Context: an optimization exercise on an open-source flow, tuned for small area, a short achievable clock period and few clock cycles. The choices shown serve that exercise and are no tape-out recipe.
At most, simulation tests tie the RTL to the original design; equivalence was not proved.
No functional check of the RTL was part of runs 1 and 7.

==> flow/flow/run.sh <==
#!/bin/bash
# Layout flow: the standard flow, with two changes after synthesis:
#  - repair_timing aims for a larger setup slack than the flow settings allow
#    (flow/margin.txt, ns), so that the resizer speeds the design up beyond
#    the clock period (which stays the design's);
#  - the buffer that every input and output port gets is a plain buf_1
#    rather than the delay cell buffer_ports picks by default.
set -euo pipefail
MARGIN=$(cat flow/margin.txt)
bash standard.sh synth > synth.log 2>&1
sed "s/\"\\\${@:-finish}\"/SETUP_SLACK_MARGIN=${MARGIN} \"\${@:-finish}\"/" standard.sh > standard_margin.sh
grep -q "SETUP_SLACK_MARGIN=${MARGIN}" standard_margin.sh
export BUFFER_PORTS_ARGS="-buffer_cell sky130_fd_sc_hd__buf_1"
bash standard_margin.sh finish > layout.log 2>&1
==> flow/flow/margin.txt <==
8.5
==> flow/standard.sh <==
#!/bin/bash
# synth_recipe.tcl (not shown) runs the flow's synth.tcl, then flattens the netlist and writes it again
# the make line also repeats each setting of config.mk as NAME=value (left out here)
make -C /OpenROAD-flow-scripts/flow DESIGN_CONFIG=/design/flow/config.mk WORK_HOME=/design/flow/orfs CLKGATE_MAP_FILE= SYNTH_SCRIPT=/design/flow/synth_recipe.tcl "${@:-finish}"
==> flow/config.mk <==
export PLATFORM = sky130hd
export DESIGN_NAME = crack_partial
export DESIGN_NICKNAME = crack_partial
export VERILOG_FILES = /design/flow/design.v
export SDC_FILE = /design/flow/constraint.sdc
export NUM_CORES = 4
export LEC_CHECK = 0
export ABC_AREA = 1
export CAP_MARGIN = 5
export CORE_MARGIN = 2
export CORE_UTILIZATION = 40
export CTS_CLUSTER_DIAMETER = 150
export CTS_CLUSTER_SIZE = 25
export SLEW_MARGIN = 5
export TNS_END_PERCENT = 0
==> flow/constraint.sdc <==
create_clock -name core_clock -period 12.0 [get_ports {clk}]
set_input_delay 2.4000 -clock core_clock [delete_from_list [all_inputs] [get_ports {clk}]]
set_output_delay 2.4000 -clock core_clock [all_outputs]
set_load 0.01 [all_outputs]
==> flow/design.v <==
module BCDUnitAdder (input  [3:0] A,
                     input  [3:0] B,
                     input        Cin,
                     output [3:0] Sum,
                     output       Carry);
    wire [4:0] bin = A + B + Cin;
    assign Carry = (bin > 5'd9);
    assign Sum   = Carry ? (bin[3:0] + 4'd6) : bin[3:0];
endmodule
module BCDAdder #(parameter SIZE = 8)
                 (input [SIZE*4-1:0] A,
                  input [SIZE*4-1:0] B,
                  output [SIZE*4-1:0] Answer);
    wire [SIZE-1:0] carry;
    genvar i;
    BCDUnitAdder A0(
        .A(A[3:0]),
        .B(B[3:0]),
        .Cin(0),
        .Sum(Answer[3:0]),
        .Carry(carry[0])
    );
    for (i=1;i<SIZE;i=i+1)begin
        BCDUnitAdder unit(
        .A(A[4*i+:4]),
        .B(B[4*i+:4]),
        .Cin(carry[i-1]),
        .Sum(Answer[4*i+:4]),
        .Carry(carry[i])
    );
    end
endmodule
module md5_s1 (
    input  [3:0]  fs,
    input  [1:0]  fine,
    input  [31:0] P,
    input  [31:0] B,
    input  [31:0] C,
    input  [31:0] D,
    output [31:0] S
);
    wire [31:0] F = ({32{fs[0]}} & ((B & C) | (~B & D)))
                  | ({32{fs[1]}} & ((D & B) | (~D & C)))
                  | ({32{fs[2]}} & (B ^ C ^ D))
                  | ({32{fs[3]}} & (C ^ (B | ~D)));
    wire [31:0] T;
    add32 add (.x(P), .y(F), .s(T));
    reg [31:0] t1;
    always @(*) begin
        case (fine)
            2'd0: t1 = {T[27:0], T[31:28]};
            2'd1: t1 = {T[26:0], T[31:27]};
            2'd2: t1 = {T[25:0], T[31:26]};
            default: t1 = {T[24:0], T[31:25]};
        endcase
    end
    assign S = t1;
endmodule
module md5_s2 (
    input  [3:0]  coarse,    
    input  [31:0] S,
    input  [31:0] B,
    output [31:0] Q
);
    wire [31:0] t2 = ({32{coarse[0]}} & S)
                   | ({32{coarse[1]}} & {S[26:0], S[31:27]})
                   | ({32{coarse[2]}} & {S[21:0], S[31:22]})
                   | ({32{coarse[3]}} & {S[15:0], S[31:16]});
    add32 add (.x(B), .y(t2), .s(Q));
endmodule
module md5_tab (
    input  [5:0]  r,
    output [31:0] kw2,
    output [1:0]  fine
);
    localparam [2047:0] KW2 = 2048'h18f7e786079ad4a8eb86d3912ad7d33bbd3af235f7537e824e0811a1a3014314fe2ce6e06fa87e4fb5b48e01ffeff47d8f0ccc92655b59c3fc93a039ab9423e7432aff9724595274c4ac56e51fa27cf8e6db99e5d9d4d03904881d05d4ef30851ad1582a289b7ec6bebfbc70f6bb4b604bdecfa9d4ef1a74fde5384c6d9d61228771f681fffa39428d2a4c8a676f02d9fcefa478a9e3e905455a14edf4d50d87c337081621e1cde6e7d3fbc8d8a1e68102441453d62f105d19e6f7da265e5a51c040b340264e559249b40821a67943cefd9871936b901122895cd7beffff5bb18b44f7af698098d8fd469501a83046134787c62af57c0fafc1bdceee2420715b;
    localparam [127:0] FR = 128'b01010110010101100101011001010110111010001110100011101000111010000000000100000001000000010000000110111111101111111011111110111111;
    assign kw2 = KW2[32*r +: 32];
    assign fine = FR[2*r +: 2];
endmodule
module add32 (
    input  [31:0] x,
    input  [31:0] y,
    output [31:0] s
);
    reg [31:0] G, P;
    integer i, l, d;
    always @(*) begin
        G = x & y;
        P = x ^ y;
        for (l = 0; l < 5; l = l + 1) begin
            d = 1 << l;
            for (i = 0; i < 32; i = i + 1)
                if (((i + 1) % (2 * d)) == 0) begin
                    G[i] = G[i] | (P[i] & G[i - d]);
                    P[i] = P[i] & P[i - d];
                end
        end
        for (l = 3; l >= 0; l = l - 1) begin
            d = 1 << l;
            for (i = 0; i < 32; i = i + 1)
                if (((i + 1) % (2 * d)) == d && i >= 2 * d) begin
                    G[i] = G[i] | (P[i] & G[i - d]);
                    P[i] = P[i] & P[i - d];
                end
        end
    end
    assign s = (x ^ y) ^ {G[30:0], 1'b0};
endmodule
module crack_partial(
    input clk,
    input rst_n,
    input [31:0]lower_bound,
    input [31:0]upper_bound,
    input [127:0]hash_answer,
    output [31:0]answer,
    output reg answer_found,
    output reg done);
    localparam [31:0] H0 = 32'h67452301;
    localparam [31:0] H1 = 32'hefcdab89;
    localparam [31:0] H2 = 32'h98badcfe;
    localparam [31:0] H3 = 32'h10325476;
    localparam [31:0] KW0 = 32'h6edff7a9;
    localparam [31:0] KW1 = 32'h18f7e786;
    function [31:0] sum_eq_bits;
        input [31:0] x, y, z;
        reg [32:0] c;
        integer k;
        begin
            c[0] = 1'b0;
            for (k = 0; k < 32; k = k + 1)
                c[k+1] = (x[k] & y[k]) | ((x[k] ^ y[k]) & ~z[k]);
            sum_eq_bits = ~(x ^ y ^ z ^ c[31:0]);
        end
    endfunction
    function [31:0] bswap;
        input [31:0] x;
        bswap = {x[7:0], x[15:8], x[23:16], x[31:24]};
    endfunction
    function [31:0] bcd_inc;
        input [31:0] x;
        reg cy;
        integer k;
        begin
            cy = 1'b1;
            for (k = 0; k < 8; k = k + 1) begin
                if (cy) bcd_inc[4*k +: 4] = (x[4*k +: 4] == 4'd9) ? 4'd0 : x[4*k +: 4] + 4'd1;
                else    bcd_inc[4*k +: 4] = x[4*k +: 4];
                cy = cy & (x[4*k +: 4] == 4'd9);
            end
        end
    endfunction
    function [31:0] w0d;
        input [31:0] x;
        w0d = {4'd0, x[19:16], 4'd0, x[23:20], 4'd0, x[27:24], 4'd0, x[31:28]};
    endfunction
    function [31:0] w1d;
        input [31:0] x;
        w1d = {4'd0, x[3:0], 4'd0, x[7:4], 4'd0, x[11:8], 4'd0, x[15:12]};
    endfunction
    reg [31:0] aP, aB, aC, aD;   
    reg [31:0] akw;              
    reg [1:0]  awsel;            
    reg [5:0]  ar;               
    reg [3:0]  afs;              
    reg [31:0] acand;            
    reg        arun, apend, avfy, avm;
    reg [31:0] kP, kB, kC;       
    reg [31:0] S;                
    reg [5:0]  kr;
    reg [3:0]  kco;              
    reg [31:0] kcand;
    reg        krun, kpend, kvfy, kvm;
    reg [7:0]  kmn;              
    reg [31:0] nx;               
    reg        exh;              
    wire [31:0] kw2_unused;
    wire [1:0]  fine_n;
    md5_tab tab1 (.r(ar), .kw2(kw2_unused), .fine(fine_n));
    wire [31:0] S_n;
    md5_s1 s1 (.fs(afs), .fine(fine_n), .P(aP), .B(aB), .C(aC), .D(aD), .S(S_n));
    wire [31:0] wd = awsel[0] ? w0d(acand) : awsel[1] ? w1d(acand) : 32'd0;
    wire [31:0] ps = aD ^ akw ^ wd;
    wire [31:0] pc = (aD & akw) | (aD & wd) | (akw & wd);
    wire [31:0] P_n;
    add32 padd (.x(ps), .y({pc[30:0], 1'b0}), .s(P_n));
    reg [31:0] hc;
    always @(*) begin
        case (ar[1:0])
            2'd1: hc = H0;
            2'd2: hc = H3;
            2'd3: hc = H2;
            default: hc = H1;
        endcase
    end
    reg [31:0] hw;
    always @(*) begin
        case (ar[1:0])
            2'd1: hw = bswap(hash_answer[127:96]);
            2'd2: hw = bswap(hash_answer[31:0]);
            2'd3: hw = bswap(hash_answer[63:32]);
            default: hw = bswap(hash_answer[95:64]);
        endcase
    end
    wire [31:0] mb = sum_eq_bits(aB, hc, hw);
    wire [7:0] mn_n = {&mb[31:28], &mb[27:24], &mb[23:20], &mb[19:16],
                       &mb[15:12], &mb[11:8], &mb[7:4], &mb[3:0]};
    wire [31:0] Q;
    md5_s2 s2 (.coarse(kco), .S(S), .B(kB), .Q(Q));
    wire [31:0] kw2_n;
    wire [1:0]  fine_unused;
    md5_tab tab2 (.r(kr), .kw2(kw2_n), .fine(fine_unused));
    wire km      = &kmn;
    wire chk61   = krun & ~kvfy & (kr == 6'd61);
    wire fin     = krun & kvfy & (kr == 6'd0);
    wire fail    = (chk61 & ~km) | (fin & ~(kvm & km));
    wire hit     = fin & kvm & km;
    wire need    = fail | kpend;
    wire restart = need & ~exh & ~done;
    wire a_alive = restart | (krun & ~need);
    wire k_alive = arun | apend;
    wire [5:0] r1 = kr + 6'd1;
    reg  [3:0] fs_n;
    always @(*) begin
        case (r1[5:4])
            2'd0: fs_n = 4'b0001;
            2'd1: fs_n = 4'b0010;
            2'd2: fs_n = 4'b0100;
            default: fs_n = 4'b1000;
        endcase
    end
    wire [1:0] wsel_n = {kr == 6'd14 || kr == 6'd34 || kr == 6'd53,
                         kr == 6'd17 || kr == 6'd39 || kr == 6'd46};
    always @(posedge clk) begin
        S <= S_n;
        kP <= P_n;
        kB <= aB;
        kC <= aC;
        kr <= ar;
        kco <= 4'b0001 << ar[1:0];
        kvfy <= avfy;
        kvm <= avm;
        kmn <= mn_n;
        if (restart) begin
            aP <= KW0 + w0d(nx);
            aB <= H1;
            aC <= H2;
            aD <= H3;
            ar <= 6'd0;
            afs <= 4'b0001;
            akw <= KW1;
            awsel <= 2'b10;
            avfy <= 1'b0;
        end else begin
            aP <= kP;
            aB <= Q;
            aC <= kB;
            aD <= kC;
            ar <= r1;
            afs <= fs_n;
            akw <= kw2_n;
            awsel <= wsel_n;
            avfy <= kvfy | chk61;
        end
        avm <= (kr == 6'd62) ? km : (kvm & km);
        acand <= restart ? nx : kcand;
        kcand <= acand;
    end
    always @(posedge clk) begin
        if (!rst_n) begin
            nx <= lower_bound;
            exh <= lower_bound > upper_bound;
            arun <= 1'b0;
            krun <= 1'b0;
            apend <= 1'b1;
            kpend <= 1'b1;
            done <= 1'b0;
            answer_found <= 1'b0;
        end else begin
            if (restart) nx <= bcd_inc(nx);
            if (restart && nx == upper_bound) exh <= 1'b1;
            else if (hit & ~done) nx <= kcand;
            arun <= a_alive;
            apend <= 1'b0;
            krun <= arun;
            kpend <= apend;
            if (!done) begin
                done <= hit | (~a_alive & ~k_alive);
                answer_found <= hit;
            end
        end
    end
    assign answer = nx;
endmodule
==> summary.txt, run 1 <==
CTS Sinks 425; die height 260.6 µm; router iterations before antenna repair 6; Mapped Nets 4034; CP cell instances buf_1; worst path arrival time 1.25 ns; area leader, netlist dfxtp_1; Tot GR Track Use 25.61%; Yosys top cell area share 32.22%; Unique masters post-synth 54; FP Rows 94; CTS Hold Bufs 0; startpoint types flop; status timing/DRC/antenna clean; Slew Viols, Final 0; HPWL Detailed 65480 µm; Die ar. 0.06793 mm²; layout cells sized above 1 10.15%; Crit path buffers/inverters 1; final wirelength 90750 µm; Die X 260.6 µm; largest net degree at the start of global routing 88; Remaining Overflow, GRT 0; vias in the first global route 23170; main area contributors after synthesis dfxtp_1 32%, nand2_1 12%, ha_1 8.0%; count leader, synth nand2_1; total CTS buffers 20; Skew-Pair Late Insertion Delay 0.58 ns; Fillers 6720; drt drc 0; CTS Buffer Depth 3; Ports 228; setup tns final 0 ns; max cap viols 0; Critical Path End Type output port; Port Buffer Count 227; Area Growth Syn to Fin 13.54%; clk slew on worst S/H paths 0.10 ns; f_max 0.2737 GHz; WL per Instance 19.57 µm; CTS tree built; min-delay worst type flop to flop; Worst-Margin Slew 1.254 ns; Syn Inst Count 3578; synthesized cell area 0.02635 mm²; Synth warnings 3; Post-synth EDFFs 1; Hold Vio Cnt, Final 0; initial antenna violation count 0; period utilization 30.45%; Synth top cells by count 808 x nand2_1, 460 x inv_1, 424 x dfxtp_1, 295 x nor2_1, 269 x o21ai_0; core area 0.06551 mm²; synthesized area per cell 7.363 µm²; Final Setup Violations 0; Iter 0 DRT Violations 2004; Period minus WS final 3.654 ns; crit path max fanout 6; root buf cell clkbuf_16; vias per cell 5.396; Vias 25030; Worst path slowest cell dfxtp_1; unrepaired setup endpoints after global routing true; CTS H-tree depth 1; # diodes 0; Slew HR 16.32%; asr flop ratio synth 0%; clk_skew 0.02289 ns; CP top delay family flip-flops; antenna-violating nets left 0; first-pass GRT wire length 135100 µm; CP Data Required Time 9.60 ns; Final #Nets 4230; Setup CP Type flop to output port; biggest cell delay along the critical path 0.50 ns; flop and latch count out of synthesis 425; Starting Density 40.22%; Top FF cell, synth dfxtp_1; routability congestion estimate from global placement 1.035; worst hold slack 0.3323 ns; sequential fraction of the synthesis area 32.33%
[registers in the layout, indices dropped and copies added (netlist names), 4 cells and up]
name	cells
aD	32
ar	6
kcand	32
kB	32
kmn	8
S	32
akw	32
nx	32
aP	32
kco	4
kr	6
aC	32
aB	32
kC	32
acand	32
kP	32
afs	4
[timing repair]
action                                  CTS  global route
endpoints found under the setup margin  216           203
cloned                                    8             6
setup buffers                            18            36
pin swaps                                23            50
resized for setup                       128           147
[metal layers]
layer | wire length, µm | part of all wire (%) | GRT usage, % | vias to the layer above
met4 | 4862 | 5.4 | 11.37 | 0
met5 | 0 | 0 | 0 | -
met3 | 6083 | 6.7 | 2.982 | 221
met2 | 40490 | 45 | 41.67 | 1078
li1 | - | - | - | 12210
met1 | 39310 | 43 | 34.20 | 11520
[worst paths after layout]
kind | from | endpoint | slack [ns] | depth (start not counted)
worst max register to register | kr[0]$_DFF_P_ | nx[24]$_DFF_P_ | 8.41 | 15
worst max-delay path | nx[31]$_DFF_P_ | answer[31] | 8.35 | 1
worst min register to register | ar[3]$_SDFF_PP0_ | kr[3]$_DFF_P_ | 0.33 | 0
worst min-delay path | ar[3]$_SDFF_PP0_ | kr[3]$_DFF_P_ | 0.33 | 0
[placed cells by master (no fill, tap or decap), types with 46 or more instances in the layout]
cell     count
nand2_1    792
inv_1      449
dfxtp_1    355
nor2_1     273
o21ai_0    247
buf_1      227
ha_1       162
nand3_1    132
a21oi_1    124
fa_1        89
o22ai_1     85
buf_4       63
a21o_1      48
xor2_1      46
[logic make-up (layout without fill, tap and decap cells)]
kind of cell    Yosys count  after routing  synth area share [%]
fa+ha+maj               262            262                 15.12
simple gates           1398           1405                 22.14
buf+inv                 622            811                 9.081
flops                   425            425                 32.33
compound gates          785            785                 18.47
xor+xnor                 86             86                 2.859
[area by class of cell]
| class | count | area, µm² | area share (%) |
|---|---|---|---|
| clock inverter | 1 | 16.27 | 0.05438 |
| inverter | 482 | 1866 | 6.237 |
| sequential | 425 | 8670 | 28.98 |
| tap | 864 | 1081 | 3.614 |
| clock buffer | 21 | 504.2 | 1.686 |
| timing repair buffer | 301 | 1549 | 5.178 |
| multi-input combinational | 2538 | 16190 | 54.12 |
| timing repair inverter | 6 | 37.54 | 0.1255 |
[through the flow]
stage	std cells	setup slack (ns)	area (µm²)	util [%]
after floorplan	3578	8.230	26380	-
after global placement	4548	7.208	27900	42.59
after detailed placement	4548	7.166	27900	42.59
after CTS	4596	8.350	29060	44.35
after global routing	4638	8.279	29910	45.66
final	4638	8.346	29910	45.66
==> inputs of run 2 (changes only) <==
--- a/flow/design.v
+++ b/flow/design.v
@@ -173,7 +173,7 @@
     reg        krun, kpend, kvfy, kvm;
     reg [7:0]  kmn;              
     reg [31:0] nx;               
-    reg        exh;              
+    reg [31:0] ub;               
     wire [31:0] kw2_unused;
     wire [1:0]  fine_n;
     md5_tab tab1 (.r(ar), .kw2(kw2_unused), .fine(fine_n));
@@ -216,6 +216,7 @@
     wire fail    = (chk61 & ~km) | (fin & ~(kvm & km));
     wire hit     = fin & kvm & km;
     wire need    = fail | kpend;
+    wire exh     = nx > ub;
     wire restart = need & ~exh & ~done;
     wire a_alive = restart | (krun & ~need);
     wire k_alive = arun | apend;
@@ -241,6 +242,7 @@
         kvfy <= avfy;
         kvm <= avm;
         kmn <= mn_n;
+        ub <= upper_bound;
         if (restart) begin
             aP <= KW0 + w0d(nx);
             aB <= H1;
@@ -269,7 +271,6 @@
     always @(posedge clk) begin
         if (!rst_n) begin
             nx <= lower_bound;
-            exh <= lower_bound > upper_bound;
             arun <= 1'b0;
             krun <= 1'b0;
             apend <= 1'b1;
@@ -278,7 +279,6 @@
             answer_found <= 1'b0;
         end else begin
             if (restart) nx <= bcd_inc(nx);
-            if (restart && nx == upper_bound) exh <= 1'b1;
             else if (hit & ~done) nx <= kcand;
             arun <= a_alive;
             apend <= 1'b0;
--- a/flow/config.mk
+++ b/flow/config.mk
@@ -11,5 +11,6 @@
 export CORE_UTILIZATION = 40
 export CTS_CLUSTER_DIAMETER = 150
 export CTS_CLUSTER_SIZE = 25
+export PLACE_DENSITY = 0.75
 export SLEW_MARGIN = 5
 export TNS_END_PERCENT = 0
==> run 2 against run 1 <==
Against the previous run:
- still clean on timing, DRC and antenna
- fmax rose by 0.31%
- via count fell by 3.6%
- non-clock buffer count rose by 31
- first-iteration DRC count rose by 41%
- setup slack improved by 0.011 ns
- critical path type unchanged
==> summary.txt, run 2 <==
status timing/DRC/antenna clean; Ports 228; die height 259.0 µm; hold path endpoint kr[2]$_DFF_P_; CP cell instances buf_6; max cap viols 0; vias per cell 5.449; startpoint types flop; Starting Density 40.41%; Iter 0 DRT Violations 2824; Worst Hold Depth 0; Tot GR Track Use 23.93%; Worst path slowest cell edfxtp_1; synthesized area per cell 7.812 µm²; final wirelength 84280 µm; core area 0.06435 mm²; main area contributors after synthesis dfxtp_1 33%, nand2_1 9.3%, ha_1 8.0%; area leader, netlist dfxtp_1; commonest non-fill, non-tap cell in the layout nand2_1; crit path max fanout 2; Hold Vio Cnt, Final 0; count leader, synth nand2_1; Unique masters post-synth 58; Port Buffer Count 227; first-pass GRT wire length 126300 µm; Slew HR 24.70%; FF+latch area 0.009550 mm²; Crit path buffers/inverters 1; flop and latch count out of synthesis 456; drt drc 0; biggest cell delay along the critical path 0.49 ns; Top FF cell, synth dfxtp_1; total CTS buffers 22; vias in the first global route 22610; Post-synth EDFFs 32; hold_sp ar[2]$_SDFF_PP0_; R2R cell count 21; Area Growth Syn to Fin 13.64%; f_max 0.2745 GHz; Critical Path End Type output port; min-delay worst type flop to flop; Worst-Margin Slew 1.123 ns; commonest non-fill, non-tap cells in the layout 627 x nand2_1, 435 x inv_1, 377 x dfxtp_1, 269 x nor2_1, 239 x o21ai_0; multi-input logic area 0.01479 mm²; Setup CP Type flop to output port; Vias 24120; layout cells sized above 1 9.916%; Synth top cells by count 646 x nand2_1, 448 x inv_1, 424 x dfxtp_1, 285 x nor2_1, 258 x o21ai_0; CP top delay family flip-flops; CTS tree built; CTS Buffer Depth 3; Period minus WS final 3.643 ns; router iterations before antenna repair 7; Final Setup Violations 0; CTS Sinks 456; initial antenna violation count 0; clk slew on worst S/H paths 0.10 ns; Slew Viols, Final 0; unrepaired setup endpoints after global routing true; r2r endpoint S[6]$_DFF_P_; Worst R2R Setup Slack 8.39 ns; Skew-Pair Late Insertion Delay 0.58 ns; CTS H-tree depth 1; period utilization 30.35%; routability congestion estimate from global placement 1.056; sequential fraction of the synthesis area 36.34%; Fillers 6161; WL per Instance 19.04 µm; worst path arrival time 1.24 ns; Synth warnings 3; HPWL Detailed 61330 µm; Final #Nets 4018; Mapped Nets 3783; FP Rows 93; Die X 259.0 µm; Remaining Overflow, GRT 0; reg2reg start aB[5]$_SDFF_PP0_; asr flop ratio synth 0%; setup tns final 0 ns; antenna-violating nets left 0; synthesized cell area 0.02600 mm²; largest net degree at the start of global routing 66; worst hold slack 0.3313 ns; Yosys top cell area share 32.64%; root buf cell clkbuf_16; CP Data Required Time 9.60 ns; clk_skew 0.02164 ns; Syn Inst Count 3329; Die ar. 0.06707 mm²
==> run 2: changes by cell type in the layout (fill, tap and decap cells not counted), moves of 10 or more <==
cell	before	now
dfxtp_1	355	377
nand4_1	27	17
o2111ai_1	45	33
dfxtp_2	43	30
nand2_1	792	627
edfxtp_1	1	32
nand3b_1	23	0
inv_1	449	435
buf_4	63	95
==> run 2: timing repair <==
action                                  in CTS  in global routing
hold buffers                                 0                  0
gates resized for setup                     61                158
cloned                                       1                  3
pin swaps                                    3                 40
setup buffers                               42                 37
endpoints found under the setup margin     258                292
==> run 2: worst reg2reg max path, stage by stage, from the launching register on <==
cell and delay, ns:
dfxtp_4 0.39, nand2_1 0.09, inv_1 0.07, o21ai_0 0.24, o2111ai_1 0.17, ha_1 0.33, a21o_1 0.24, a31oi_4 0.23
o21ai_4 0.11, nand2_2 0.10, nand2_4 0.07, nand2_2 0.07, nand2_2 0.07, nand2_2 0.09, nand2_4 0.08, nand2_2 0.08
nand2_2 0.05, fa_2 0.40, xor2_2 0.17, or2_4 0.27, nand3_2 0.08, o2111ai_2 0.11
==> run 2: worst max path at each step <==
stage	depth (start not counted)	end	start	slack [ns]
after floorplan	6	kmn[3]$_DFF_P_	hash_answer[117]	8.23
after global placement	8	nx[28]$_DFFE_PP_	rst_n	7.41
after detailed placement	8	nx[22]$_DFFE_PP_	rst_n	7.41
after CTS	1	answer[24]	nx[24]$_DFFE_PP_	8.34
after global routing	25	S[6]$_DFF_P_	aD[0]$_SDFF_PP0_	8.25
final	1	answer[31]	nx[31]$_DFFE_PP_	8.36
==> run 2: cell type report <==
type                       count  share of cell area, %
multi-input combinational   2290                  50.06
sequential                   456                  32.32
inverter                     461                  5.945
timing repair buffer         332                  5.932
tap                          855                  3.620
clock buffer                  29                  2.024
clock inverter                 1                0.06775
timing repair inverter         1                0.02540
antenna                        1               0.008468
==> run 2: through the flow <==
step	setup WS (ns)	instance area, µm²	instances	util, %
CTS	8.341	28730	4385	44.64
global placement	7.411	27620	4312	42.92
finish	8.357	29550	4426	45.92
floorplan	8.230	26040	3329	-
global route	8.246	29550	4425	45.92
detailed placement	7.413	27620	4312	42.92
==> run 2: logic make-up (layout without fill, tap and decap cells) <==
family / count (synthesis) / after routing / share of synthesized area, %
adders and majority gates: 260 / 260 / 15.22
xor gates and xnor gates: 79 / 79 / 2.661
and+or+nand+nor: 1190 / 1192 / 18.92
other: 0 / 1 / 0
buffers and inverters: 585 / 824 / 8.771
AOI/OAI and AO/OA: 759 / 759 / 18.09
DFF: 456 / 456 / 36.34
==> run 2: per-layer routing <==
metal  up-vias  routed length, µm  global-route usage, %
li1      11520                  -                      -
met1     11020              35060                  31.89
met2      1303              36670                  37.67
met3       272               7797                  4.150
met4         0               4749                  11.38
met5         -                  0                      0
Testbench counts of run 2, summed over its fixed seeds: cycles 82,876.
==> inputs of run 3 (changes only) <==
--- a/flow/config.mk
+++ b/flow/config.mk
@@ -11,6 +11,5 @@
 export CORE_UTILIZATION = 40
 export CTS_CLUSTER_DIAMETER = 150
 export CTS_CLUSTER_SIZE = 25
-export PLACE_DENSITY = 0.75
 export SLEW_MARGIN = 5
 export TNS_END_PERCENT = 0
==> run 3 against run 2 <==
Against the previous run:
- die area unchanged
- utilization fell by 0.49 points
- register-to-register slack is essentially flat
- flip-flop and latch count unchanged
- setup slack got worse by 0.034 ns
- via count is 3.2% lower
- highest routed layer unchanged
- hold slack improved by 0.00087 ns
- design area fell by 1.1%
- critical endpoint is now answer[29]
- count of clock-buffer cells in the layout shrank 1
==> summary.txt, run 3 <==
Unique masters post-synth 58; critical path launch point nx[29]$_DFFE_PP_; Final Setup Violations 0; final wirelength 85050 µm; main area contributors after synthesis dfxtp_1 33%, nand2_1 9.3%, ha_1 8.0%; Skew-Pair Late Insertion Delay 0.58 ns; compound-gate portion of the synthesized area 18.09%; router iterations before antenna repair 6; Top FF cell, synth dfxtp_1; crit path max fanout 4; Final #Nets 3991; post-synthesis mux area share 0%; Iter 0 DRT Violations 2284; post-route cell area 0.02924 mm²; Port Buffer Count 227; setup slack after layout 8.323 ns; number of cells after detailed placement 4313; Die X 259.0 µm; r2r endpoint S[6]$_DFF_P_; worst path arrival time 1.28 ns; antenna-violating nets left 0; Ports 228; sequential fraction of the synthesis area 36.34%; count leader, synth nand2_1; CP top delay family flip-flops; first-pass GRT wire length 127800 µm; flop and latch count out of synthesis 456; clk_skew 0.02050 ns; startpoint types flop; WL per Instance 19.34 µm; reg2reg start afs[1]$_SDFF_PP0_; Period minus WS final 3.677 ns; CTS H-tree depth 1; Synth top cells by count 646 x nand2_1, 448 x inv_1, 424 x dfxtp_1, 285 x nor2_1, 258 x o21ai_0; worst hold slack 0.3321 ns; CP Data Required Time 9.60 ns; final non-filler cell total 4398; min-delay worst type flop to flop; f_max 0.2720 GHz; Worst R2R Setup Slack 8.38 ns; commonest non-fill, non-tap cells in the layout 632 x nand2_1, 443 x inv_1, 385 x dfxtp_1, 278 x nor2_1, 248 x o21ai_0; max cap viols 0; clk slew on worst S/H paths 0.10 ns; Critical Path End Type output port; root buf cell clkbuf_16; vias per cell 5.311; Vias 23360; hold_sp ar[2]$_SDFF_PP0_; CTS Sinks 456; CTS Hold Bufs 0; Worst Setup EP answer[29]; initial antenna violation count 0; Mapped Nets 3783; Post-Synth XOR/XNOR Area 2.661%; period utilization 30.64%; CTS Buffer Depth 3; Worst-Margin Slew 0.9463 ns; Synth warnings 3; Area Growth Syn to Fin 12.43%; area leader, netlist dfxtp_1; synthesized cell area 0.02600 mm²; Post-synth EDFFs 32; Hold Vio Cnt, Final 0; main combinational cell family by area after synthesis simple AND/OR/NAND/NOR gates; commonest non-fill, non-tap cell in the layout nand2_1; Die ar. 0.06707 mm²; synthesized area per cell 7.812 µm²; Yosys top cell area share 32.64%; status timing/DRC/antenna clean; drt drc 0; Stages on worst setup path 1; Tot GR Track Use 24.56%; core area 0.06435 mm²; Syn Inst Count 3329; Setup CP Type flop to output port; total CTS buffers 22; DP Area 0.02763 mm²; Starting Density 40.41%; vias in the first global route 21880; Post-Route Utilization 45.44%; largest net degree at the start of global routing 99; R2R cell count 19; CTS tree built; # diodes 0; unrepaired setup endpoints after global routing true; setup tns final 0 ns; Fillers 6415; Adder-Cell Fraction of Synth Area 15.22%; FP Rows 93; HPWL Detailed 63570 µm; post-synthesis simple-gate area fraction 18.92%; CP cell instances clkbuf_2; Slew Viols, Final 0; routability congestion estimate from global placement 1.038; Slew HR 36.53%; die height 259.0 µm; Remaining Overflow, GRT 0; layout cells sized above 1 8.157%; asr flop ratio synth 0%; pre-CTS setup slack 7.471 ns; biggest cell delay along the critical path 0.52 ns; Worst path slowest cell edfxtp_1; Crit path buffers/inverters 1
-- run 3: how the worst min path moves through the flow --
stage	endpoint	slack, ns	cells after the start
3_3_place_gp	kr[3]$_DFF_P_	0.31	0
3_5_place_dp	kr[3]$_DFF_P_	0.32	0
5_1_grt	kvfy$_DFF_P_	0.34	0
2_1_floorplan	kr[2]$_DFF_P_	0.31	0
6_report	kr[2]$_DFF_P_	0.33	0
4_1_cts	kr[2]$_DFF_P_	0.34	0
-- run 3: kinds of logic (layout without fill, tap and decap cells) --
logic type                 after synthesis  count (layout)
and+or+nand+nor                       1190            1191
DFF                                    456             456
buffers and inverters                  585             798
adders and majority gates              260             260
xor gates and xnor gates                79              79
AOI/OAI and AO/OA                      759             759
-- run 3: what timing repair did --
| item | in CTS | in global routing |
|---|---|---|
| resized for setup | 45 | 111 |
| gates cloned | 2 | 0 |
| buffers inserted | 28 | 25 |
| setup endpoints to repair | 281 | 271 |
| pin swaps | 1 | 22 |
-- run 3: layout make-up --
| cell class | count | area, µm² | area share, % |
|---|---|---|---|
| clock buffer | 28 | 594.3 | 2.033 |
| clock inverter | 2 | 46.29 | 0.1583 |
| inverter | 461 | 1748 | 5.978 |
| multi-input combinational | 2289 | 14690 | 50.26 |
| sequential | 456 | 9528 | 32.59 |
| tap | 855 | 1070 | 3.659 |
| timing repair buffer | 306 | 1553 | 5.311 |
| timing repair inverter | 1 | 5.005 | 0.01712 |
-- run 3: routing by layer --
layer	GRT usage, %	part of all wire, %
met1	32.39	42
met2	40.17	45
met3	3.251	7.4
met4	10.95	5.3
met5	0	0
-- run 3: worst reg2reg max path, cell delays in order, from the launching register on --
cell and delay (ns):
dfxtp_1 0.32, buf_4 0.39, o211ai_1 0.22, o2111ai_1 0.15
ha_1 0.30, a21oi_2 0.15, nor2_1 0.08, a211oi_2 0.28
nor2_1 0.08, nor2_2 0.16, nand2_4 0.09, nand2_4 0.08
nand2_4 0.07, nand2_2 0.08, nand2_2 0.06, fa_2 0.41
xor2_2 0.16, or2_4 0.26, nand3_2 0.06, o2111ai_1 0.11
==> inputs of run 4 (changes only) <==
==> flow/flow/margin.txt (replaced) <==
8.4
--- a/flow/config.mk
+++ b/flow/config.mk
@@ -10,6 +10,6 @@
 export CORE_MARGIN = 2
 export CORE_UTILIZATION = 40
 export CTS_CLUSTER_DIAMETER = 150
-export CTS_CLUSTER_SIZE = 25
+export CTS_CLUSTER_SIZE = 28
 export SLEW_MARGIN = 5
 export TNS_END_PERCENT = 0
==> run 4 against run 3 <==
Against the previous run:
- still clean on timing, DRC and antenna
- routed wire length is 0.92% lower
- die area stayed put
- count of clock-buffer cells in the layout is 4 lower
- global-route usage is 0.17 points lower
- design area is 1.6% lower
- sequential share of layout area is 0.48 points higher
- highest routed layer is now met5
==> summary.txt, run 4 <==
CTS H-tree depth 1; min-delay worst type flop to flop; biggest cell delay along the critical path 0.51 ns; reg2reg start aB[5]$_SDFF_PP0_; initial antenna violation count 1; FF+latch area 0.009517 mm²; Final #Nets 3965; synthesized area per cell 7.812 µm²; final non-filler cell total 4370; count leader, synth nand2_1; Worst Hold Depth 0; CTS tree built; CP top delay family flip-flops; antenna-violating nets left 0; hold_sp ar[2]$_SDFF_PP0_; multi-input logic area 0.01454 mm²; commonest non-fill, non-tap cells in the layout 639 x nand2_1, 444 x inv_1, 392 x dfxtp_1, 282 x nor2_1, 251 x o21ai_0; core area 0.06435 mm²; post-route cell area 0.02878 mm²; Post-synth EDFFs 32; Final Setup Violations 0; routability congestion estimate from global placement 1.038; Iter 0 DRT Violations 2319; commonest non-fill, non-tap cell in the layout nand2_1; Die X 259.0 µm; pre-CTS setup slack 7.471 ns; f_max 0.2699 GHz; R2R cell count 22; Remaining Overflow, GRT 0; synthesized cell area 0.02600 mm²; die height 259.0 µm; worst path arrival time 1.31 ns; first-pass GRT wire length 127200 µm; max cap viols 0; Skew-Pair Late Insertion Delay 0.57 ns; layout cells sized above 1 6.373%; Unique masters post-synth 58; Worst R2R Setup Slack 8.44 ns; setup tns final 0 ns; setup slack after layout 8.295 ns; clk_skew 0.03446 ns; period utilization 30.88%; flop and latch count out of synthesis 456; Top FF cell, synth dfxtp_1; # diodes 0; vias per cell 5.326; unrepaired setup endpoints after global routing true; root buf cell clkbuf_16; clk slew on worst S/H paths 0.12 ns; DP Area 0.02763 mm²; hold path endpoint kr[2]$_DFF_P_; area leader, netlist dfxtp_1; Slew HR 33.62%; Slew Viols, Final 0; Die ar. 0.06707 mm²; number of cells after detailed placement 4313; status timing/DRC/antenna clean; Area Growth Syn to Fin 10.68%; Worst-Margin Slew 0.9931 ns; CTS Sinks 456; Syn Inst Count 3329; total CTS buffers 20; Synth warnings 3; CTS Buffer Depth 3; Mapped Nets 3783; FP Rows 93; Tot GR Track Use 24.39%; largest net degree at the start of global routing 99; r2r endpoint S[3]$_DFF_P_; Setup CP Type flop to output port; Yosys top cell area share 32.64%; Crit path buffers/inverters 1; HPWL Detailed 63570 µm; Starting Density 40.41%; Port Buffer Count 227; CP cell instances buf_1; CP Data Required Time 9.60 ns; final wirelength 84270 µm; Worst path slowest cell edfxtp_1; drt drc 0; Vias 23270; vias in the first global route 21760; CTS Hold Bufs 0; main area contributors after synthesis dfxtp_1 33%, nand2_1 9.3%, ha_1 8.0%; WL per Instance 19.28 µm; startpoint types flop; Fillers 6457; Period minus WS final 3.705 ns; Hold Vio Cnt, Final 0; Synth top cells by count 646 x nand2_1, 448 x inv_1, 424 x dfxtp_1, 285 x nor2_1, 258 x o21ai_0; router iterations before antenna repair 9; Ports 228; crit path max fanout 7; Critical Path End Type output port; asr flop ratio synth 0%; sequential fraction of the synthesis area 36.34%
## run 4: worst reg2reg max path, delay by kind of cell (launching register included)
| kind | cells | cell delay, ns |
|---|---|---|
| compound gates | 7 | 0.96 |
| simple gates | 11 | 1.14 |
| flops | 1 | 0.38 |
| fa+ha+maj | 2 | 0.72 |
| xor+xnor | 1 | 0.16 |
| buf+inv | 1 | 0.07 |
## run 4: area by class of cell
type | instances | area share, %
Timing Repair Buffer | 282 | 4.677
Tap cell | 855 | 3.717
Multi-Input combinational cell | 2289 | 50.50
Inverter | 461 | 6.073
Clock buffer | 24 | 1.865
Sequential cell | 456 | 33.06
Clock inverter | 2 | 0.08694
Timing Repair inverter | 1 | 0.01739
## run 4: cell families (layout without fill, tap and decap cells)
kind of cell / count (synthesis) / after routing / share of synthesized area [%]
AOI/OAI and AO/OA: 759 / 759 / 18.09
xor gates and xnor gates: 79 / 79 / 2.661
adders and majority gates: 260 / 260 / 15.22
buffers and inverters: 585 / 770 / 8.771
DFF: 456 / 456 / 36.34
and+or+nand+nor: 1190 / 1191 / 18.92
## run 4: repair_timing
item                       4_1_cts  5_1_grt
pin swaps                        1       10
setup endpoints to repair      261      246
gates cloned                     2        0
buffers inserted                20        9
resized for setup               40       67
## run 4: worst max-delay path by stage
stage / startpoint / endpoint / slack (ns) / depth (start not counted)
floorplan: hash_answer[117] / kmn[3]$_DFF_P_ / 8.23 / 6
global placement: rst_n / nx[22]$_DFFE_PP_ / 7.49 / 8
detailed placement: rst_n / nx[16]$_DFFE_PP_ / 7.47 / 8
CTS: nx[31]$_DFFE_PP_ / answer[31] / 8.26 / 1
global route: kco[3]$_DFF_P_ / aB[31]$_SDFF_PP1_ / 8.22 / 22
finish: nx[22]$_DFFE_PP_ / answer[22] / 8.29 / 1
## run 4: metal layers
metal  up-vias  track usage (%)  part of all wire, %
met3       228            2.880                  7.2
met5         -                0               0.0095
met4         2            10.15                  4.9
met1     10610            32.45                   43
met2      1035            40.17                   45
li1      11400                -                    -
## run 4: stage by stage
stage	util [%]	hold slack, ns
5_1_grt	44.73	0.3460
3_3_place_gp	42.93	0.3108
4_1_cts	44.26	0.3398
3_5_place_dp	42.94	0.3178
6_report	44.73	0.3345
2_1_floorplan	-	0.3096
==> inputs of run 5 (changes only) <==
==> flow/flow/margin.txt (replaced) <==
8.5
==> run 5 against run 4 <==
Against the previous run:
- hold slack hardly changed
- flip-flop and latch count stayed put
- via count is 0.51% higher
- utilization is 0.72 points higher
- synthesized cell count stayed put
- die area stayed put
- clock skew is 0.0037 ns higher
- register-to-register slack better by 0.02 ns
- critical path depth stayed put
- synthesized area stayed put
- global-route usage is 0.11 points higher
- critical path type unchanged
- critical endpoint is now answer[28]
==> summary.txt, run 5 <==
critical path launch point nx[28]$_DFFE_PP_; Post-synth EDFFs 32; router iterations before antenna repair 8; post-synthesis simple-gate area fraction 18.92%; Remaining Overflow, GRT 0; final non-filler cell total 4401; Starting Density 40.41%; Critical Path End Type output port; CP top delay family flip-flops; vias in the first global route 21860; main combinational cell family by area after synthesis simple AND/OR/NAND/NOR gates; Iter 0 DRT Violations 2393; clk_skew 0.03819 ns; Tot GR Track Use 24.50%; f_max 0.2744 GHz; worst path arrival time 1.24 ns; Post-Route Utilization 45.45%; Synth top cells by count 646 x nand2_1, 448 x inv_1, 424 x dfxtp_1, 285 x nor2_1, 258 x o21ai_0; status timing/DRC/antenna clean; CTS tree built; Setup CP Type flop to output port; post-route cell area 0.02925 mm²; max cap viols 0; asr flop ratio synth 0%; largest net degree at the start of global routing 99; main area contributors after synthesis dfxtp_1 33%, nand2_1 9.3%, ha_1 8.0%; hold path endpoint kr[2]$_DFF_P_; r2r endpoint S[4]$_DFF_P_; Post-Synth XOR/XNOR Area 2.661%; Skew-Pair Late Insertion Delay 0.57 ns; Ports 228; sequential fraction of the synthesis area 36.34%; Die X 259.0 µm; commonest non-fill, non-tap cell in the layout nand2_1; initial antenna violation count 1; FP Rows 93; compound-gate portion of the synthesized area 18.09%; hold_sp ar[2]$_SDFF_PP0_; Slew Viols, Final 0; CP Data Required Time 9.60 ns; Worst-Margin Slew 0.9751 ns; commonest non-fill, non-tap cells in the layout 632 x nand2_1, 443 x inv_1, 387 x dfxtp_1, 278 x nor2_1, 246 x o21ai_0; Worst R2R Setup Slack 8.46 ns; period utilization 30.37%; Yosys top cell area share 32.64%; reg2reg start aD[5]$_SDFF_PP1_; CTS H-tree depth 1; post-synthesis mux area share 0%; drt drc 0; startpoint types flop; Worst Hold Depth 0; DP Area 0.02763 mm²; Top FF cell, synth dfxtp_1; final wirelength 84920 µm; Synth warnings 3; CP cell instances buf_1; Die ar. 0.06707 mm²; Adder-Cell Fraction of Synth Area 15.22%; Vias 23390; synthesized area per cell 7.812 µm²; Final #Nets 3995; Fillers 6416; unrepaired setup endpoints after global routing true; layout cells sized above 1 8.265%; min-delay worst type flop to flop; R2R cell count 23; Area Growth Syn to Fin 12.47%; antenna-violating nets left 0; total CTS buffers 20; HPWL Detailed 63570 µm; crit path max fanout 3; setup tns final 0 ns; CTS Hold Bufs 0; CTS Sinks 456; routability congestion estimate from global placement 1.038; biggest cell delay along the critical path 0.51 ns; Hold Vio Cnt, Final 0; Final Setup Violations 0; Unique masters post-synth 58; number of cells after detailed placement 4313; flop and latch count out of synthesis 456; core area 0.06435 mm²; Mapped Nets 3783; first-pass GRT wire length 127800 µm; count leader, synth nand2_1; Crit path buffers/inverters 1; die height 259.0 µm; Port Buffer Count 227; Period minus WS final 3.644 ns; root buf cell clkbuf_16; Worst path slowest cell edfxtp_1; clk slew on worst S/H paths 0.11 ns; WL per Instance 19.30 µm; vias per cell 5.315; Slew HR 34.83%; area leader, netlist dfxtp_1; Syn Inst Count 3329; synthesized cell area 0.02600 mm²; CTS Buffer Depth 3
run 5: metrics by stage:
step / hold slack, ns / worst slack, ns
after floorplan: 0.3096 / 8.230
after global placement: 0.3108 / 7.489
after detailed placement: 0.3178 / 7.471
after CTS: 0.3398 / 8.322
after global routing: 0.3460 / 8.256
final: 0.3345 / 8.356
run 5: cells by family after synthesis:
logic type | Yosys count
and+or+nand+nor | 1190
AOI/OAI and AO/OA | 759
buffers and inverters | 585
DFF | 456
adders and majority gates | 260
xor gates and xnor gates | 79
run 5: worst max path at each step:
stage | cells after the start | to | slack [ns]
floorplan | 6 | kmn[3]$_DFF_P_ | 8.23
global placement | 8 | nx[22]$_DFFE_PP_ | 7.49
detailed placement | 8 | nx[16]$_DFFE_PP_ | 7.47
CTS | 1 | answer[29] | 8.32
global route | 23 | S[4]$_DFF_P_ | 8.26
finish | 1 | answer[28] | 8.36
run 5: final cells by class:
| type | count | area, µm² | area share, % |
|---|---|---|---|
| antenna | 1 | 2.502 | 0.008556 |
| clock buffer | 24 | 536.8 | 1.835 |
| clock inverter | 2 | 25.02 | 0.08556 |
| inverter | 461 | 1748 | 5.976 |
| multi-input combinational | 2289 | 14720 | 50.33 |
| sequential | 456 | 9533 | 32.59 |
| tap | 855 | 1070 | 3.658 |
| timing repair buffer | 312 | 1607 | 5.493 |
| timing repair inverter | 1 | 5.005 | 0.01711 |
run 5: what timing repair did:
action / 4_1_cts / 5_1_grt
endpoints found under the hold margin: 0 / 0
setup endpoints to repair: 282 / 268
pin swaps: 3 / 25
buffers inserted: 33 / 26
gates cloned: 2 / 0
resized for setup: 53 / 112
run 5: metal layers:
layer / part of all wire [%] / GRT usage [%] / vias to the layer above
li1: - / - / 11460
met3: 7.2 / 2.919 / 235
met5: 0.0094 / 0 / -
met4: 4.8 / 9.923 / 2
met2: 46 / 40.59 / 1047
met1: 42 / 32.48 / 10650
==> inputs of run 6 (changes only) <==
==> flow/flow/run.sh (replaced) <==
#!/bin/bash
# Layout flow: the standard flow, with repair_timing aiming for a larger
# setup slack than the flow settings allow, so that the resizer speeds up the
# design beyond the clock period (which stays the design's).
set -euo pipefail
MARGIN=$(cat flow/margin.txt)
bash standard.sh synth > synth.log 2>&1
sed "s/\"\\\${@:-finish}\"/SETUP_SLACK_MARGIN=${MARGIN} \"\${@:-finish}\"/" standard.sh > standard_margin.sh
grep -q "SETUP_SLACK_MARGIN=${MARGIN}" standard_margin.sh
bash standard_margin.sh finish > layout.log 2>&1
--- a/flow/config.mk
+++ b/flow/config.mk
@@ -6,10 +6,9 @@
 export NUM_CORES = 4
 export LEC_CHECK = 0
 export ABC_AREA = 1
-export CAP_MARGIN = 5
+export CAP_MARGIN = 20
 export CORE_MARGIN = 2
 export CORE_UTILIZATION = 40
 export CTS_CLUSTER_DIAMETER = 150
-export CTS_CLUSTER_SIZE = 28
-export SLEW_MARGIN = 5
-export TNS_END_PERCENT = 0
+export CTS_CLUSTER_SIZE = 25
+export SLEW_MARGIN = 20
==> run 6 against run 5 <==
Against the previous run:
- cell count increased by 1.5%
- register-to-register slack improved by 0.06 ns
- still clean
- largest cell class unchanged
- sequential share of layout area decreased by 2.8 points
==> summary.txt, run 6 <==
status timing/DRC/antenna clean; crit path max fanout 3; vias in the first global route 22670; router iterations before antenna repair 6; final wirelength 90720 µm; # diodes 0; Final #Nets 4058; die height 259.0 µm; clk slew on worst S/H paths 0.10 ns; FP Rows 93; max cap viols 0; WL per Instance 20.32 µm; core area 0.06435 mm²; Stages on worst setup path 1; min-delay worst type flop to flop; reg2reg start aB[15]$_SDFF_PP1_; Mapped Nets 3783; synthesized cell area 0.02600 mm²; Slew Viols, Final 0; biggest cell delay along the critical path 0.53 ns; Hold Vio Cnt, Final 0; total CTS buffers 22; Starting Density 40.41%; HPWL Detailed 64130 µm; Syn Inst Count 3329; setup tns final 0 ns; count leader, synth nand2_1; Crit path buffers/inverters 1; layout cells sized above 1 16.57%; CTS H-tree depth 1; Die ar. 0.06707 mm²; vias per cell 5.357; critical path launch point nx[29]$_DFFE_PP_; Slew HR 32.91%; commonest non-fill, non-tap cell in the layout nand2_1; CTS Hold Bufs 0; startpoint types flop; period utilization 31.07%; sequential fraction of the synthesis area 36.34%; Worst Setup EP answer[29]; Port Buffer Count 227; CTS Buffer Depth 3; Post-synth EDFFs 32; Yosys top cell area share 32.64%; CP Data Required Time 9.60 ns; routability congestion estimate from global placement 0.9903; worst hold slack 0.3132 ns; synthesized area per cell 7.812 µm²; Remaining Overflow, GRT 0; initial antenna violation count 1; Tot GR Track Use 26.09%; Unique masters post-synth 58; Final Setup Violations 0; Die X 259.0 µm; Period minus WS final 3.729 ns; antenna-violating nets left 0; CP cell instances buf_2; Worst-Margin Slew 1.000 ns; main area contributors after synthesis dfxtp_1 33%, nand2_1 9.3%, ha_1 8.0%; flop and latch count out of synthesis 456; Worst path slowest cell edfxtp_1; area leader, netlist dfxtp_1; Synth warnings 3; commonest non-fill, non-tap cells in the layout 594 x nand2_1, 429 x inv_1, 363 x dfxtp_1, 259 x nor2_1, 232 x o21ai_0; f_max 0.2682 GHz; Worst R2R Setup Slack 8.52 ns; Iter 0 DRT Violations 2477; Area Growth Syn to Fin 23.95%; CTS tree built; Top FF cell, synth dfxtp_1; Fillers 6161; Setup CP Type flop to output port; Skew-Pair Late Insertion Delay 0.61 ns; worst path arrival time 1.33 ns; r2r endpoint S[6]$_DFF_P_; first-pass GRT wire length 134700 µm; root buf cell clkbuf_16; clk_skew 0.05541 ns; drt drc 0; largest net degree at the start of global routing 93; CTS Sinks 456; Vias 23920; asr flop ratio synth 0%; CP top delay family flip-flops; Critical Path End Type output port; Ports 228; R2R cell count 20; unrepaired setup endpoints after global routing true; Synth top cells by count 646 x nand2_1, 448 x inv_1, 424 x dfxtp_1, 285 x nor2_1, 258 x o21ai_0
-- run 6: changes by cell type in the layout (fill, tap and decap cells not counted), sizes merged --
cell	before	now
buf	309	183
clkbuf	27	35
dlygate4sd2	0	73
clkinv	5	6
clkdlybuf4s50	0	79
diode	1	0
dlymetal6s2s	0	22
clkinvlp	3	7
inv	456	451
bufbuf	0	1
clkdlybuf4s15	0	8
-- run 6: timing repair --
action,CTS,global route
resized for setup,482,243
buffers inserted,81,43
setup endpoints to repair,272,151
cloned,3,1
pin swaps,143,118
-- run 6: worst min-delay path by stage --
stage | cells past startpoint | slack, ns | endpoint | startpoint
floorplan | 0 | 0.31 | kr[2]$_DFF_P_ | ar[2]$_SDFF_PP0_
global placement | 0 | 0.31 | kr[2]$_DFF_P_ | ar[2]$_SDFF_PP0_
detailed placement | 0 | 0.31 | kr[2]$_DFF_P_ | ar[2]$_SDFF_PP0_
CTS | 0 | 0.32 | kr[3]$_DFF_P_ | ar[3]$_SDFF_PP0_
global route | 0 | 0.33 | kr[3]$_DFF_P_ | ar[3]$_SDFF_PP0_
finish | 0 | 0.31 | kr[3]$_DFF_P_ | ar[3]$_SDFF_PP0_
-- run 6: through the flow --
stage	cells	utilization [%]	cell area, µm²	setup WS, ns
after floorplan	3329	-	26110	8.239
after global placement	4307	45.17	29070	6.929
after detailed placement	4307	45.17	29070	6.861
after CTS	4421	48.31	31090	8.252
after global routing	4465	50.09	32230	8.251
final	4465	50.09	32230	8.271
-- run 6: cell families after synthesis --
kind of cell	Yosys count	synth area share, %
compound gates	759	18.09
xor+xnor	79	2.661
fa+ha+maj	260	15.22
buf+inv	585	8.771
flops	456	36.34
simple gates	1190	18.92
-- run 6: layout make-up --
type	count	area [µm²]	area share, %
multi-input cells	2289	15750	48.87
repair buffers	373	3383	10.50
repair inverters	1	5.005	0.01553
well taps	855	1070	3.319
clock buffers	28	573.1	1.778
clock inverters	2	36.28	0.1126
flip-flops and latches	456	9603	29.79
inverters	461	1809	5.613
-- run 6: metal layers --
metal  wire length [µm]  global-route usage, %  vias to the layer above
met4               4357                  10.68                        2
met2              42170                  43.77                      944
met1              38000                  34.16                    11190
met5                 13                      0                        -
met3               6182                  2.997                      212
li1                   -                      -                    11580
==> inputs of run 7 (changes only) <==
--- a/flow/design.v
+++ b/flow/design.v
@@ -60,12 +60,14 @@
     input  [3:0]  coarse,    
     input  [31:0] S,
     input  [31:0] B,
+    output [31:0] R,         
     output [31:0] Q
 );
     wire [31:0] t2 = ({32{coarse[0]}} & S)
                    | ({32{coarse[1]}} & {S[26:0], S[31:27]})
                    | ({32{coarse[2]}} & {S[21:0], S[31:22]})
                    | ({32{coarse[3]}} & {S[15:0], S[31:16]});
+    assign R = t2;
     add32 add (.x(B), .y(t2), .s(Q));
 endmodule
 module md5_tab (
@@ -122,15 +124,18 @@
     localparam [31:0] H3 = 32'h10325476;
     localparam [31:0] KW0 = 32'h6edff7a9;
     localparam [31:0] KW1 = 32'h18f7e786;
-    function [31:0] sum_eq_bits;
-        input [31:0] x, y, z;
+    function sum3_eq;
+        input [31:0] x, y, h, z;
+        reg [31:0] s, t;
         reg [32:0] c;
         integer k;
         begin
+            s = x ^ y ^ h;
+            t = {(x[30:0] & y[30:0]) | (x[30:0] & h[30:0]) | (y[30:0] & h[30:0]), 1'b0};
             c[0] = 1'b0;
             for (k = 0; k < 32; k = k + 1)
-                c[k+1] = (x[k] & y[k]) | ((x[k] ^ y[k]) & ~z[k]);
-            sum_eq_bits = ~(x ^ y ^ z ^ c[31:0]);
+                c[k+1] = (s[k] & t[k]) | ((s[k] ^ t[k]) & ~z[k]);
+            sum3_eq = &(~(s ^ t ^ z ^ c[31:0]));
         end
     endfunction
     function [31:0] bswap;
@@ -171,9 +176,9 @@
     reg [3:0]  kco;              
     reg [31:0] kcand;
     reg        krun, kpend, kvfy, kvm;
-    reg [7:0]  kmn;              
     reg [31:0] nx;               
     reg [31:0] ub;               
+    reg [31:0] hsel;             
     wire [31:0] kw2_unused;
     wire [1:0]  fine_n;
     md5_tab tab1 (.r(ar), .kw2(kw2_unused), .fine(fine_n));
@@ -184,36 +189,17 @@
     wire [31:0] pc = (aD & akw) | (aD & wd) | (akw & wd);
     wire [31:0] P_n;
     add32 padd (.x(ps), .y({pc[30:0], 1'b0}), .s(P_n));
-    reg [31:0] hc;
-    always @(*) begin
-        case (ar[1:0])
-            2'd1: hc = H0;
-            2'd2: hc = H3;
-            2'd3: hc = H2;
-            default: hc = H1;
-        endcase
-    end
-    reg [31:0] hw;
-    always @(*) begin
-        case (ar[1:0])
-            2'd1: hw = bswap(hash_answer[127:96]);
-            2'd2: hw = bswap(hash_answer[31:0]);
-            2'd3: hw = bswap(hash_answer[63:32]);
-            default: hw = bswap(hash_answer[95:64]);
-        endcase
-    end
-    wire [31:0] mb = sum_eq_bits(aB, hc, hw);
-    wire [7:0] mn_n = {&mb[31:28], &mb[27:24], &mb[23:20], &mb[19:16],
-                       &mb[15:12], &mb[11:8], &mb[7:4], &mb[3:0]};
-    wire [31:0] Q;
-    md5_s2 s2 (.coarse(kco), .S(S), .B(kB), .Q(Q));
+    wire [31:0] Q, R;
+    md5_s2 s2 (.coarse(kco), .S(S), .B(kB), .R(R), .Q(Q));
+    wire [31:0] hc = ({32{kco[0]}} & H0) | ({32{kco[1]}} & H3)
+                   | ({32{kco[2]}} & H2) | ({32{kco[3]}} & H1);
+    wire km = sum3_eq(kB, R, hc, hsel);
     wire [31:0] kw2_n;
     wire [1:0]  fine_unused;
     md5_tab tab2 (.r(kr), .kw2(kw2_n), .fine(fine_unused));
-    wire km      = &kmn;
-    wire chk61   = krun & ~kvfy & (kr == 6'd61);
-    wire fin     = krun & kvfy & (kr == 6'd0);
-    wire fail    = (chk61 & ~km) | (fin & ~(kvm & km));
+    wire chk60   = krun & ~kvfy & (kr == 6'd60);
+    wire fin     = krun & kvfy & (kr == 6'd63);
+    wire fail    = (chk60 & ~km) | (fin & ~(kvm & km));
     wire hit     = fin & kvm & km;
     wire need    = fail | kpend;
     wire exh     = nx > ub;
@@ -241,8 +227,13 @@
         kco <= 4'b0001 << ar[1:0];
         kvfy <= avfy;
         kvm <= avm;
-        kmn <= mn_n;
         ub <= upper_bound;
+        case (ar[1:0])
+            2'd0: hsel <= bswap(hash_answer[127:96]);
+            2'd1: hsel <= bswap(hash_answer[31:0]);
+            2'd2: hsel <= bswap(hash_answer[63:32]);
+            default: hsel <= bswap(hash_answer[95:64]);
+        endcase
         if (restart) begin
             aP <= KW0 + w0d(nx);
             aB <= H1;
@@ -262,9 +253,9 @@
             afs <= fs_n;
             akw <= kw2_n;
             awsel <= wsel_n;
-            avfy <= kvfy | chk61;
-        end
-        avm <= (kr == 6'd62) ? km : (kvm & km);
+            avfy <= kvfy | chk60;
+        end
+        avm <= (kr == 6'd61) ? km : (kvm & km);
         acand <= restart ? nx : kcand;
         kcand <= acand;
     end
--- a/flow/config.mk
+++ b/flow/config.mk
@@ -9,6 +9,4 @@
 export CAP_MARGIN = 20
 export CORE_MARGIN = 2
 export CORE_UTILIZATION = 40
-export CTS_CLUSTER_DIAMETER = 150
-export CTS_CLUSTER_SIZE = 25
 export SLEW_MARGIN = 20
==> run 7 against run 6 <==
Against the previous run:
- die area grew 5.3%
- flip-flop and latch count grew 24
- synthesized area grew 5.4%
- count of clock-buffer cells in the layout grew 51
- utilization grew 7.3 points
- still clean
- sequential share of layout area shrank 3.8 points
- routed wire length grew 21%
==> summary.txt, run 7 <==
FF+latch area 0.01006 mm²; Worst Hold Depth 0; Crit path buffers/inverters 5; Final #Nets 4462; Adder-Cell Fraction of Synth Area 16.40%; Remaining Overflow, GRT 0; die height 265.8 µm; Synth top cells by count 806 x nand2_1, 524 x inv_1, 448 x dfxtp_1, 270 x nor2_1, 270 x o21ai_0; crit path max fanout 6; Syn Inst Count 3515; Critical Path End Type flop; post-synthesis simple-gate area fraction 20.70%; Post-synth EDFFs 32; Setup CP Type flop to flop; clk slew on worst S/H paths 0.06 ns; biggest cell delay along the critical path 0.56 ns; commonest non-fill, non-tap cell in the layout nand2_1; WL per Instance 22.40 µm; flop and latch count out of synthesis 480; Skew-Pair Late Insertion Delay 0.63 ns; Final Setup Violations 0; Post-Synth XOR/XNOR Area 2.109%; sequential fraction of the synthesis area 36.22%; Hold Vio Cnt, Final 0; clk_skew 0.03267 ns; main combinational cell family by area after synthesis simple AND/OR/NAND/NOR gates; vias in the first global route 25730; Die X 265.8 µm; min-delay worst type flop to flop; unrepaired setup endpoints after global routing true; Starting Density 40.61%; main area contributors after synthesis dfxtp_1 33%, nand2_1 11%, fa_1 9.1%; synthesized area per cell 7.799 µm²; Die ar. 0.07065 mm²; Period minus WS final 4.138 ns; Slew Viols, Final 0; setup tns final 0 ns; CTS tree built; asr flop ratio synth 0%; period utilization 34.48%; count leader, synth nand2_1; critical path's most frequent cell nor2_4; FP Rows 95; startpoint types flop; Post-Route Utilization 57.43%; commonest non-fill, non-tap cells in the layout 597 x nand2_1, 448 x inv_1, 393 x dfxtp_1, 205 x nor2_1, 193 x clkdlybuf4s50_1; Tot GR Track Use 29.73%; final non-filler cell total 4900; Ports 228; worst path arrival time 4.46 ns; root buf cell clkbuf_16; Worst path slowest cell fa_2; Synth warnings 3; status timing/DRC/antenna clean; Top FF cell, synth dfxtp_1; HPWL Detailed 70250 µm; layout cells sized above 1 27.49%; CTS Sinks 480; Iter 0 DRT Violations 2721; CTS Buffer Depth 3; hold path endpoint kr[2]$_DFF_P_; final wirelength 109700 µm; Worst R2R Setup Slack 7.86 ns; R2R cell count 20; CP Data Required Time 12.32 ns; largest net degree at the start of global routing 66; Vias 27000; Unique masters post-synth 57; vias per cell 5.510; multi-input logic area 0.01804 mm²; max cap viols 0; hold_sp ar[2]$_SDFF_PN0_; f_max 0.2417 GHz; Stages on worst setup path 20; core area 0.06751 mm²; initial antenna violation count 3; DP Area 0.03043 mm²; Area Growth Syn to Fin 41.42%; total CTS buffers 52; r2r endpoint nx[31]$_DFFE_PP_; CP cell instances clkinvlp_4 > buf_8 > o21ai_4 > nor2_4 > fa_1 > fa_2 > nor2_1 > nor2_1 > nand2_1 > nor2_1 > nand2_1 > nor2_4 > nand4_1 > buf_6 > buf_6 > or2_4 > nor2_4 > nor2_4 > buf_8 > nor2_4; drt drc 0; Mapped Nets 3994; post-synthesis mux area share 0%; Fillers 5871; antenna-violating nets left 0; area leader, netlist dfxtp_1; routability congestion estimate from global placement 0.9971; synthesized cell area 0.02742 mm²; worst hold slack 0.3261 ns; post-route cell area 0.03877 mm²; Port Buffer Count 227; compound-gate portion of the synthesized area 15.13%; reg2reg start kco[2]$_DFF_P_; number of cells after detailed placement 4515; first-pass GRT wire length 159100 µm; router iterations before antenna repair 6; Worst-Margin Slew 0.8851 ns; CTS H-tree depth 2; CP top delay family simple AND/OR/NAND/NOR gates; Yosys top cell area share 32.71%; Slew HR 40.37%
run 7: changes by cell type after synthesis, moves of 15 or more:
| cell | before | now |
|---|---|---|
| nand2_1 | 646 | 806 |
| inv_1 | 448 | 524 |
| nand4_1 | 17 | 63 |
| o22ai_1 | 85 | 52 |
| fa_1 | 94 | 124 |
| nand3_1 | 129 | 101 |
| a31oi_1 | 40 | 14 |
| dfxtp_1 | 424 | 448 |
| a21oi_1 | 128 | 106 |
| a22o_1 | 36 | 15 |
| buf_2 | 29 | 8 |
| nor2_1 | 285 | 270 |
run 7: cell type report:
class                           instances  share of cell area (%)
Multi-Input combinational cell       2399                   46.52
Sequential cell                       480                   25.94
Timing Repair Buffer                  509                   14.59
Inverter                              530                   5.257
Clock buffer                           79                   4.008
Tap cell                              873                   2.817
Clock inverter                         16                  0.5196
Timing Repair inverter                 11                  0.3227
Antenna cell                            3                 0.01936
run 7: cells by family (layout without fill, tap and decap cells):
| family | after synthesis | after routing |
|---|---|---|
| xor gates and xnor gates | 66 | 66 |
| adders and majority gates | 285 | 285 |
| and+or+nand+nor | 1361 | 1375 |
| other | 0 | 3 |
| AOI/OAI and AO/OA | 673 | 673 |
| buffers and inverters | 650 | 1145 |
| DFF | 480 | 480 |
run 7: what timing repair did:
item,CTS,global route
pin swaps,108,151
setup endpoints to repair,361,350
hold buffers,0,0
resized for setup,780,479
gates cloned,54,0
hold endpoints to repair,0,0
buffers inserted,175,57
run 7: layer usage:
metal	routed length [µm]	part of all wire [%]	vias to the layer above	track usage, %
met4	5358	4.9	2	11.87
li1	-	-	12510	-
met5	13	0.012	-	0
met3	7912	7.2	327	3.623
met2	51730	47	1295	49.93
met1	44730	41	12860	38.90
run 7: how the worst max path moves through the flow:
stage / endpoint / start
floorplan: nx[10]$_DFFE_PP_ / kco[3]$_DFF_P_
global placement: nx[16]$_DFFE_PP_ / kco[1]$_DFF_P_
detailed placement: nx[16]$_DFFE_PP_ / kco[1]$_DFF_P_
CTS: nx[16]$_DFFE_PP_ / kco[2]$_DFF_P_
global route: nx[31]$_DFFE_PP_ / kco[2]$_DFF_P_
finish: nx[31]$_DFFE_PP_ / kco[2]$_DFF_P_
run 7: stage by stage:
| step | worst slack [ns] |
|---|---|
| after floorplan | 8.387 |
| after global placement | 5.904 |
| after detailed placement | 5.872 |
| after CTS | 7.977 |
| after global routing | 7.747 |
| final | 7.862 |

==> static timing again, ports no longer ideal <==
No port has a modelled driver above. Below, the same layouts with a new extraction and two added sets of constraints. Step 1 (the two cells are an assumption about what drives the block):
set clk [get_ports {clk}]
set_driving_cell -lib_cell sky130_fd_sc_hd__clkbuf_16 $clk
set_driving_cell -lib_cell sky130_fd_sc_hd__buf_2 [delete_from_list [all_inputs] $clk]
Step 2 times the ports against the registers' clock, not the clock port: input delays grow and output delays shrink by t, the midpoint of the rising clock arrivals with the driver on. Slacks: ideal ports / drivers / drivers and shift; pairs: ideal ports / drivers.
run | shift t [ns] | setup slack, ns | worst setup path at the end | slew at the worst register clock pin (ns) | cell pins on the clock port's net
run 1 | 0.631 | 8.346 / 8.284 / 7.826 | input to register | 0.12 / 0.12 | 1
run 2 | 0.625 | 8.357 / 8.300 / 7.897 | input to register | 0.10 / 0.10 | 1
run 3 | 0.627 | 8.323 / 8.263 / 7.743 | input to register | 0.11 / 0.11 | 1
run 4 | 0.614 | 8.295 / 8.235 / 7.760 | input to register | 0.12 / 0.12 | 1
run 5 | 0.615 | 8.356 / 8.297 / 7.776 | input to register | 0.12 / 0.12 | 1
run 6 | 0.639 | 8.271 / 8.212 / 7.886 | input to register | 0.11 / 0.11 | 1
run 7 | 0.675 | 7.862 / 7.862 / 7.388 | input to register | 0.07 / 0.07 | 1
After both steps setup and hold are still met in every run listed.
